Context: an optimization exercise on an open-source flow, tuned for small area. The choices shown serve that exercise and are no tape-out recipe.
Only simulation tests tie the RTL to the original design; equivalence was not proved.
The clock port is modelled as an ideal driver, which makes a skipped or thinned clock tree look cheaper than it is; a real chip needs a root buffer or a tree.
Power is estimated from default activity; no workload was simulated.

## before
==> flow/design.v (excerpt) <==
module w5300_ctrl
(
   clk,
   reset,
   start,
   init_done,
   s_rx_dv,
   s_rx_data,
   s_rx_addr,
   s_rx_done,
   c_tx_en,
   c_tx_addr,
   c_tx_rd,
   c_tx_data,
   c_tx_error,
   c_tx_done,
   w_rst,
   w_addr,
   w_wdata,
   w_wr,
   w_wr_en,
   w_rd,
   w_rdata,
   w_cs
);
clock: 10.0 ns
lec_check: 0
cap_margin: 20
core_margin: 2
core_utilization: 40
slew_margin: 20
run.sh (not shown) runs the stock make flow with config.mk's settings and CLKGATE_MAP_FILE= SYNTH_SCRIPT=/design/flow/synth_recipe.tcl, a recipe that flattens the netlist after the stock synthesis.
Input changes introduced in after (baseline for comparison: before):
==> flow/flow/run.sh (new file) <==
#!/bin/bash
# Standard ORFS layout, with the smallest buffer (buf_1) on every input and output port.
set -euo pipefail
export BUFFER_PORTS_ARGS="-buffer_cell sky130_fd_sc_hd__buf_1"
bash standard.sh synth > synth.log 2>&1
bash standard.sh finish > finish.log 2>&1
==> flow/standard.sh (new file) <==
#!/bin/bash
# synth_recipe.tcl (not shown) runs the flow's synth.tcl, then flattens the netlist and writes it again
# the make line also repeats each setting of config.mk as NAME=value (left out here)
make -C /OpenROAD-flow-scripts/flow DESIGN_CONFIG=/design/flow/config.mk WORK_HOME=/design/flow/orfs CLKGATE_MAP_FILE= SYNTH_SCRIPT=/design/flow/synth_recipe.tcl "${@:-finish}"
removed: flow/run.sh
Results
Compared with before, in after non-filler instance count after layout now smaller, power now smaller, non-clock inverter total of the final layout comparable.
Compared after vs before, and worst hold slack is down in after.
Clock network area share: after vs before — no meaningful difference
Against before, after comes in 9.8 points lower on area growth from synthesis to final layout.
Summary of after over before: ratio of final minimum period to clock period now sits lower, via count now sits lower.

## pine
Another version of the RTL of w5300_ctrl (not shown whole).
For scale: ~580 cells after synthesis, roughly 4200 µm² of cells after synthesis.
Settings: LEC_CHECK=0, CAP_MARGIN=20, CORE_MARGIN=2, CORE_UTILIZATION=55, SLEW_MARGIN=20; clock period 10.0 ns.
standard.sh (not shown) runs the stock make flow with config.mk's settings and CLKGATE_MAP_FILE= SYNTH_SCRIPT=/design/flow/synth_recipe.tcl, a recipe that flattens the netlist after the stock synthesis.
==> flow/flow/run.sh <==
#!/bin/bash
# Layout flow: the standard synthesis, then the combinational logic between the
# registers re-mapped for area by ABC (registers, their names and cell types untouched;
# sixteen ABC runs with different seeds, four at a time, the smallest kept), then the standard ORFS layout
# with the smallest buffer (buf_1) on every port and a one-level clock tree.
set -euo pipefail
here=$(pwd)
R=$here/orfs/results/sky130hd/w5300_ctrl/base
LIB=$FLOW_HOME/platforms/sky130hd/lib/sky130_fd_sc_hd__tt_025C_1v80.lib
export BUFFER_PORTS_ARGS="-buffer_cell sky130_fd_sc_hd__buf_1"
# clock tree: the clock port drives three clkbuf_16, one per strip of the registers
# (flow/cts.tcl, sourced before CTS, stands in for TritonCTS)
export PRE_CTS_TCL=$here/flow/cts.tcl

bash standard.sh synth > synth.log 2>&1

cp $R/1_2_yosys.v $here/std_synth.v
for n in 1 2 3 4 5 6 7 8 9 10 11 12 13 14 15 16; do
  sed "s/@SEED@/$n/" $here/flow/area.abc > $here/area_$n.abc
  cat > $here/resyn_$n.ys <<EOT
read_liberty -ignore_miss_func -ignore_miss_dir -ignore_miss_data_latch $LIB
blackbox sky130_fd_sc_hd__*df* sky130_fd_sc_hd__*dl* sky130_fd_sc_hd__sdf* sky130_fd_sc_hd__conb_1
read_verilog $here/std_synth.v
hierarchy -top $FLOW_TOP
flatten
read_liberty -lib -overwrite -ignore_miss_dir $LIB
opt -purge
abc -liberty $LIB -dont_use sky130_fd_sc_hd__lpflow_bleeder_1 -dont_use sky130_fd_sc_hd__lpflow_clkbufkapwr_1 -dont_use sky130_fd_sc_hd__lpflow_clkbufkapwr_16 -dont_use sky130_fd_sc_hd__lpflow_clkbufkapwr_2 -dont_use sky130_fd_sc_hd__lpflow_clkbufkapwr_4 -dont_use sky130_fd_sc_hd__lpflow_clkbufkapwr_8 -dont_use sky130_fd_sc_hd__lpflow_clkinvkapwr_1 -dont_use sky130_fd_sc_hd__lpflow_clkinvkapwr_16 -dont_use sky130_fd_sc_hd__lpflow_clkinvkapwr_2 -dont_use sky130_fd_sc_hd__lpflow_clkinvkapwr_4 -dont_use sky130_fd_sc_hd__lpflow_clkinvkapwr_8 -dont_use sky130_fd_sc_hd__lpflow_decapkapwr_12 -dont_use sky130_fd_sc_hd__lpflow_decapkapwr_3 -dont_use sky130_fd_sc_hd__lpflow_decapkapwr_4 -dont_use sky130_fd_sc_hd__lpflow_decapkapwr_6 -dont_use sky130_fd_sc_hd__lpflow_decapkapwr_8 -dont_use sky130_fd_sc_hd__lpflow_inputiso0n_1 -dont_use sky130_fd_sc_hd__lpflow_inputiso0p_1 -dont_use sky130_fd_sc_hd__lpflow_inputiso1n_1 -dont_use sky130_fd_sc_hd__lpflow_inputiso1p_1 -dont_use sky130_fd_sc_hd__lpflow_inputisolatch_1 -dont_use sky130_fd_sc_hd__lpflow_isobufsrc_1 -dont_use sky130_fd_sc_hd__lpflow_isobufsrc_16 -dont_use sky130_fd_sc_hd__lpflow_isobufsrc_2 -dont_use sky130_fd_sc_hd__lpflow_isobufsrc_4 -dont_use sky130_fd_sc_hd__lpflow_isobufsrc_8 -dont_use sky130_fd_sc_hd__lpflow_isobufsrckapwr_16 -dont_use sky130_fd_sc_hd__lpflow_lsbuf_lh_hl_isowell_tap_1 -dont_use sky130_fd_sc_hd__lpflow_lsbuf_lh_hl_isowell_tap_2 -dont_use sky130_fd_sc_hd__lpflow_lsbuf_lh_hl_isowell_tap_4 -dont_use sky130_fd_sc_hd__lpflow_lsbuf_lh_isowell_4 -dont_use sky130_fd_sc_hd__lpflow_lsbuf_lh_isowell_tap_1 -dont_use sky130_fd_sc_hd__lpflow_lsbuf_lh_isowell_tap_2 -dont_use sky130_fd_sc_hd__lpflow_lsbuf_lh_isowell_tap_4 -dont_use sky130_fd_sc_hd__probe_p_8 -dont_use sky130_fd_sc_hd__probec_p_8  -script $here/area_$n.abc
opt_clean -purge
hilomap -singleton -hicell sky130_fd_sc_hd__conb_1 HI -locell sky130_fd_sc_hd__conb_1 LO
splitnets
opt_clean -purge
select -set ports i:* o:*
rename -hide w:* @ports %d
tee -o $here/area_$n.txt stat -liberty $LIB
check -assert -mapped
write_verilog -noattr -nohex -nodec $here/cand_$n.v
EOT
  yosys -s $here/resyn_$n.ys > resyn_$n.log 2>&1 &
  if (( n % 4 == 0 )); then wait; fi
done
wait
best=""; bestarea=""
for n in 1 2 3 4 5 6 7 8 9 10 11 12 13 14 15 16; do
  if [[ -f $here/cand_$n.v ]]; then
    a=$(awk '/Chip area/ {print $NF}' $here/area_$n.txt)
    echo "seed $n: $a" >> resyn_pick.log
    if [[ -z "$best" ]] || awk -v a="$a" -v b="$bestarea" 'BEGIN{exit !(a<b)}'; then best=$n; bestarea=$a; fi
  fi
done
echo "kept seed $best ($bestarea)" >> resyn_pick.log
cp $here/cand_$best.v $R/1_2_yosys.v

bash standard.sh finish > finish.log 2>&1
==> flow/flow/area.abc <==
strash
&get -n
&deepsyn -T 120 -S @SEED@
&put
dch -f
amap
topo
Other scripts of this flow, unchanged in this note and not shown: flow/flow/cts.tcl
pine completed every stage of the flow, and the final layout passed the timing, DRC and antenna checks.
Input changes introduced in cedar (baseline for comparison: pine):
diff --git a/flow/flow/run.sh b/flow/flow/run.sh
--- a/flow/flow/run.sh
+++ b/flow/flow/run.sh
@@ -4 +4 @@
-# sixteen ABC runs with different seeds, four at a time, the smallest kept), then the standard ORFS layout
+# twelve ABC runs with different seeds, four at a time, the smallest kept), then the standard ORFS layout
@@ -18 +18 @@
-for n in 1 2 3 4 5 6 7 8 9 10 11 12 13 14 15 16; do
+for n in 1 2 3 4 5 6 7 8 9 10 11 12; do
@@ -44 +44 @@
-for n in 1 2 3 4 5 6 7 8 9 10 11 12 13 14 15 16; do
+for n in 1 2 3 4 5 6 7 8 9 10 11 12; do
==> flow/flow/area.abc <==
strash
&get -n
&deepsyn -T 90 -S @SEED@
&put
dch -f
amap
topo
Notes after the runs:
Summary — register share of total power, cedar relative to pine: higher, by 4.3 points. [compare] base=pine new=cedar: final instance count without filler cells has increased, final cycle utilization of the critical path -1.5 points, sequential share of layout area did not really move, global-route usage up 0.81 points, number of non-clock inverters down about 14%. Looking at cedar and pine, the utilization is a wash. Between cedar and pine, the design area figures differ only marginally. The higher worst setup slack came out of cedar. For the total number of cells along the worst setup path, cedar came in 6 lower than pine did.
No run of this note takes its clock network from TritonCTS; it comes from the design's own scripts or RTL.

Setup of run A:
w5300_ctrl, a different RTL version from the one above (not shown whole).
Size: about 590 cells after synthesis, ~4300 um^2 of cells after synthesis.
export LEC_CHECK = 0
export CAP_MARGIN = 20
export CORE_MARGIN = 2
export CORE_UTILIZATION = 55
export SLEW_MARGIN = 20
create_clock -name core_clock -period 10.0 [get_ports {clk}]
==> flow/flow/run.sh <==
#!/bin/bash
# Layout flow: the standard synthesis, then the combinational logic between the
# registers re-mapped for area by ABC (registers, their names and cell types untouched;
# twelve ABC runs with different seeds, four at a time, the smallest kept), then the standard ORFS layout
# with the smallest buffer (buf_1) on every port and a one-level clock tree.
set -euo pipefail
here=$(pwd)
R=$here/orfs/results/sky130hd/w5300_ctrl/base
LIB=$FLOW_HOME/platforms/sky130hd/lib/sky130_fd_sc_hd__tt_025C_1v80.lib
export BUFFER_PORTS_ARGS="-buffer_cell sky130_fd_sc_hd__buf_1"
# clock tree: the clock port drives three clkbuf_16, one per strip of the registers
# (flow/cts.tcl, sourced before CTS, stands in for TritonCTS)
export PRE_CTS_TCL=$here/flow/cts.tcl

bash standard.sh synth > synth.log 2>&1

cp $R/1_2_yosys.v $here/std_synth.v
for n in 1 2 3 4 5 6 7 8 9 10 11 12; do
  sed "s/@SEED@/$n/" $here/flow/area.abc > $here/area_$n.abc
  cat > $here/resyn_$n.ys <<EOT
read_liberty -ignore_miss_func -ignore_miss_dir -ignore_miss_data_latch $LIB
blackbox sky130_fd_sc_hd__*df* sky130_fd_sc_hd__*dl* sky130_fd_sc_hd__sdf* sky130_fd_sc_hd__conb_1
read_verilog $here/std_synth.v
hierarchy -top $FLOW_TOP
flatten
read_liberty -lib -overwrite -ignore_miss_dir $LIB
opt -purge
abc -liberty $LIB -dont_use sky130_fd_sc_hd__lpflow_bleeder_1 -dont_use sky130_fd_sc_hd__lpflow_clkbufkapwr_1 -dont_use sky130_fd_sc_hd__lpflow_clkbufkapwr_16 -dont_use sky130_fd_sc_hd__lpflow_clkbufkapwr_2 -dont_use sky130_fd_sc_hd__lpflow_clkbufkapwr_4 -dont_use sky130_fd_sc_hd__lpflow_clkbufkapwr_8 -dont_use sky130_fd_sc_hd__lpflow_clkinvkapwr_1 -dont_use sky130_fd_sc_hd__lpflow_clkinvkapwr_16 -dont_use sky130_fd_sc_hd__lpflow_clkinvkapwr_2 -dont_use sky130_fd_sc_hd__lpflow_clkinvkapwr_4 -dont_use sky130_fd_sc_hd__lpflow_clkinvkapwr_8 -dont_use sky130_fd_sc_hd__lpflow_decapkapwr_12 -dont_use sky130_fd_sc_hd__lpflow_decapkapwr_3 -dont_use sky130_fd_sc_hd__lpflow_decapkapwr_4 -dont_use sky130_fd_sc_hd__lpflow_decapkapwr_6 -dont_use sky130_fd_sc_hd__lpflow_decapkapwr_8 -dont_use sky130_fd_sc_hd__lpflow_inputiso0n_1 -dont_use sky130_fd_sc_hd__lpflow_inputiso0p_1 -dont_use sky130_fd_sc_hd__lpflow_inputiso1n_1 -dont_use sky130_fd_sc_hd__lpflow_inputiso1p_1 -dont_use sky130_fd_sc_hd__lpflow_inputisolatch_1 -dont_use sky130_fd_sc_hd__lpflow_isobufsrc_1 -dont_use sky130_fd_sc_hd__lpflow_isobufsrc_16 -dont_use sky130_fd_sc_hd__lpflow_isobufsrc_2 -dont_use sky130_fd_sc_hd__lpflow_isobufsrc_4 -dont_use sky130_fd_sc_hd__lpflow_isobufsrc_8 -dont_use sky130_fd_sc_hd__lpflow_isobufsrckapwr_16 -dont_use sky130_fd_sc_hd__lpflow_lsbuf_lh_hl_isowell_tap_1 -dont_use sky130_fd_sc_hd__lpflow_lsbuf_lh_hl_isowell_tap_2 -dont_use sky130_fd_sc_hd__lpflow_lsbuf_lh_hl_isowell_tap_4 -dont_use sky130_fd_sc_hd__lpflow_lsbuf_lh_isowell_4 -dont_use sky130_fd_sc_hd__lpflow_lsbuf_lh_isowell_tap_1 -dont_use sky130_fd_sc_hd__lpflow_lsbuf_lh_isowell_tap_2 -dont_use sky130_fd_sc_hd__lpflow_lsbuf_lh_isowell_tap_4 -dont_use sky130_fd_sc_hd__probe_p_8 -dont_use sky130_fd_sc_hd__probec_p_8  -script $here/area_$n.abc
opt_clean -purge
hilomap -singleton -hicell sky130_fd_sc_hd__conb_1 HI -locell sky130_fd_sc_hd__conb_1 LO
splitnets
opt_clean -purge
select -set ports i:* o:*
rename -hide w:* @ports %d
tee -o $here/area_$n.txt stat -liberty $LIB
check -assert -mapped
write_verilog -noattr -nohex -nodec $here/cand_$n.v
EOT
  yosys -s $here/resyn_$n.ys > resyn_$n.log 2>&1 &
  if (( n % 4 == 0 )); then wait; fi
done
wait
best=""; bestarea=""
for n in 1 2 3 4 5 6 7 8 9 10 11 12; do
  if [[ -f $here/cand_$n.v ]]; then
    a=$(awk '/Chip area/ {print $NF}' $here/area_$n.txt)
    echo "seed $n: $a" >> resyn_pick.log
    if [[ -z "$best" ]] || awk -v a="$a" -v b="$bestarea" 'BEGIN{exit !(a<b)}'; then best=$n; bestarea=$a; fi
  fi
done
echo "kept seed $best ($bestarea)" >> resyn_pick.log
cp $here/cand_$best.v $R/1_2_yosys.v

bash standard.sh finish > finish.log 2>&1
==> flow/flow/cts.tcl <==
# Clock tree: the clock port drives three clkbuf_16, one per vertical strip of the
# registers, each placed at the centre of its registers (in place of TritonCTS).
proc clock_tree_synthesis { args } {
  set block [ord::get_db_block]
  set clknet [[$block findBTerm clk] getNet]
  set master [[ord::get_db] findMaster sky130_fd_sc_hd__clkbuf_16]
  set pts {}
  foreach it [$clknet getITerms] {
    set b [[$it getInst] getBBox]
    lappend pts [list [expr {([$b xMin] + [$b xMax]) / 2}] [expr {([$b yMin] + [$b yMax]) / 2}] $it]
  }
  set pts [lsort -integer -index 0 $pts]
  set n [llength $pts]
  set groups [list [lrange $pts 0 [expr {$n / 3 - 1}]] \
                   [lrange $pts [expr {$n / 3}] [expr {2 * $n / 3 - 1}]] \
                   [lrange $pts [expr {2 * $n / 3}] end]]
  set g 0
  foreach grp $groups {
    set inst [odb::dbInst_create $block $master "clkbuf_leaf_$g"]
    set net [odb::dbNet_create $block "clknet_leaf_$g"]
    $net setSigType CLOCK
    set sx 0; set sy 0
    foreach p $grp {
      set it [lindex $p 2]
      $it disconnect
      $it connect $net
      set sx [expr {$sx + [lindex $p 0]}]
      set sy [expr {$sy + [lindex $p 1]}]
    }
    [$inst findITerm A] connect $clknet
    [$inst findITerm X] connect $net
    set k [llength $grp]
    $inst setLocation [expr {$sx / $k}] [expr {$sy / $k}]
    $inst setPlacementStatus PLACED
    puts "mycts: clkbuf_leaf_$g drives $k clock pins"
    incr g
  }
  set_propagated_clock [all_clocks]
}
Other scripts of this flow, unchanged in this note and not shown: flow/flow/area.abc
Edits applied to the flow inputs when going from run A to run B:
diff --git a/flow/flow/run.sh b/flow/flow/run.sh
--- a/flow/flow/run.sh
+++ b/flow/flow/run.sh
@@ -9,5 +9,5 @@
 LIB=$FLOW_HOME/platforms/sky130hd/lib/sky130_fd_sc_hd__tt_025C_1v80.lib
 export BUFFER_PORTS_ARGS="-buffer_cell sky130_fd_sc_hd__buf_1"
-# clock tree: the clock port drives three clkbuf_16, one per strip of the registers
+# clock tree: the clock port drives four clkbuf_16, one per quadrant of the registers
 # (flow/cts.tcl, sourced before CTS, stands in for TritonCTS)
 export PRE_CTS_TCL=$here/flow/cts.tcl
diff --git a/flow/flow/cts.tcl b/flow/flow/cts.tcl
--- a/flow/flow/cts.tcl
+++ b/flow/flow/cts.tcl
@@ -1,4 +1,4 @@
-# Clock tree: the clock port drives three clkbuf_16, one per vertical strip of the
-# registers, each placed at the centre of its registers (in place of TritonCTS).
+# Clock tree: the clock port drives four clkbuf_16, one per quadrant of the registers,
+# each placed at the centre of its registers (in place of TritonCTS's deeper tree).
 proc clock_tree_synthesis { args } {
   set block [ord::get_db_block]
@@ -11,8 +11,11 @@
   }
   set pts [lsort -integer -index 0 $pts]
-  set n [llength $pts]
-  set groups [list [lrange $pts 0 [expr {$n / 3 - 1}]] \
-                   [lrange $pts [expr {$n / 3}] [expr {2 * $n / 3 - 1}]] \
-                   [lrange $pts [expr {2 * $n / 3}] end]]
+  set h [expr {[llength $pts] / 2}]
+  set groups {}
+  foreach half [list [lrange $pts 0 [expr {$h - 1}]] [lrange $pts $h end]] {
+    set half [lsort -integer -index 1 $half]
+    set q [expr {[llength $half] / 2}]
+    lappend groups [lrange $half 0 [expr {$q - 1}]] [lrange $half $q end]
+  }
   set g 0
   foreach grp $groups {
@@ -30,8 +33,8 @@
     [$inst findITerm A] connect $clknet
     [$inst findITerm X] connect $net
-    set k [llength $grp]
-    $inst setLocation [expr {$sx / $k}] [expr {$sy / $k}]
+    set n [llength $grp]
+    $inst setLocation [expr {$sx / $n}] [expr {$sy / $n}]
     $inst setPlacementStatus PLACED
-    puts "mycts: clkbuf_leaf_$g drives $k clock pins"
+    puts "mycts: clkbuf_leaf_$g drives $n clock pins"
     incr g
   }
Notes after the runs:
- Run A → run B: sequential fraction of total cell area went down, reg2reg setup slack went up, slew at the pin with the worst max-slew slack went down, combinational power did not really move, wire length of the first global-routing pass went down.
- As far as clock transition at the registers of the reported paths is concerned, run A and run B perform about the same.
- In run B, the fmax came out 0.76 MHz above the value in run A.
- Sort run B and run A by post-route core utilization, descending, and run B comes first.
- Side by side, overall fraction of global-route tracks in use turned out lower in run B than in run A.
- Cell count: run B vs run A — no meaningful difference
- Number of antenna violations at the first check in global routing: run B vs run A identical
No run of this note takes its clock network from TritonCTS; it comes from the design's own scripts or RTL.

-- separate check: timing with driven ports --
The flow's constraints put no driver on any port. The routed layouts listed below were extracted and timed again, unchanged, in two steps.
Step 1 assumes that a clkbuf_16 drives the clock port and a buf_2 every other input.
Step 2 also shifts input and output timing later by t, the mid clock arrival at the registers, as if the neighbouring blocks saw the same clock.
Slacks: ideal ports / drivers / drivers and shift; pairs: ideal ports / drivers.
| run | t (ns) | setup WS [ns] | worst setup path after step 2 | latest minus earliest clock arrival (ns) |
|---|---|---|---|---|
| before | 0.386 | 0.243 / 0.201 / 0.587 | register to output | 0.011 / 0.012 |
| after | 0.389 | 0.282 / 0.240 / 0.629 | register to output | 0.009 / 0.009 |
| pine | 0.225 | 3.882 / 3.882 / 3.882 | register to register | 0.015 / 0.014 |
| cedar | 0.225 | 4.027 / 4.023 / 4.027 | register to register | 0.021 / 0.022 |
| run A | 0.222 | 3.506 / 3.506 / 3.506 | register to register | 0.015 / 0.015 |
| run B | 0.228 | 3.538 / 3.538 / 3.538 | register to register | 0.016 / 0.016 |
After both steps setup and hold are still met in every run listed.
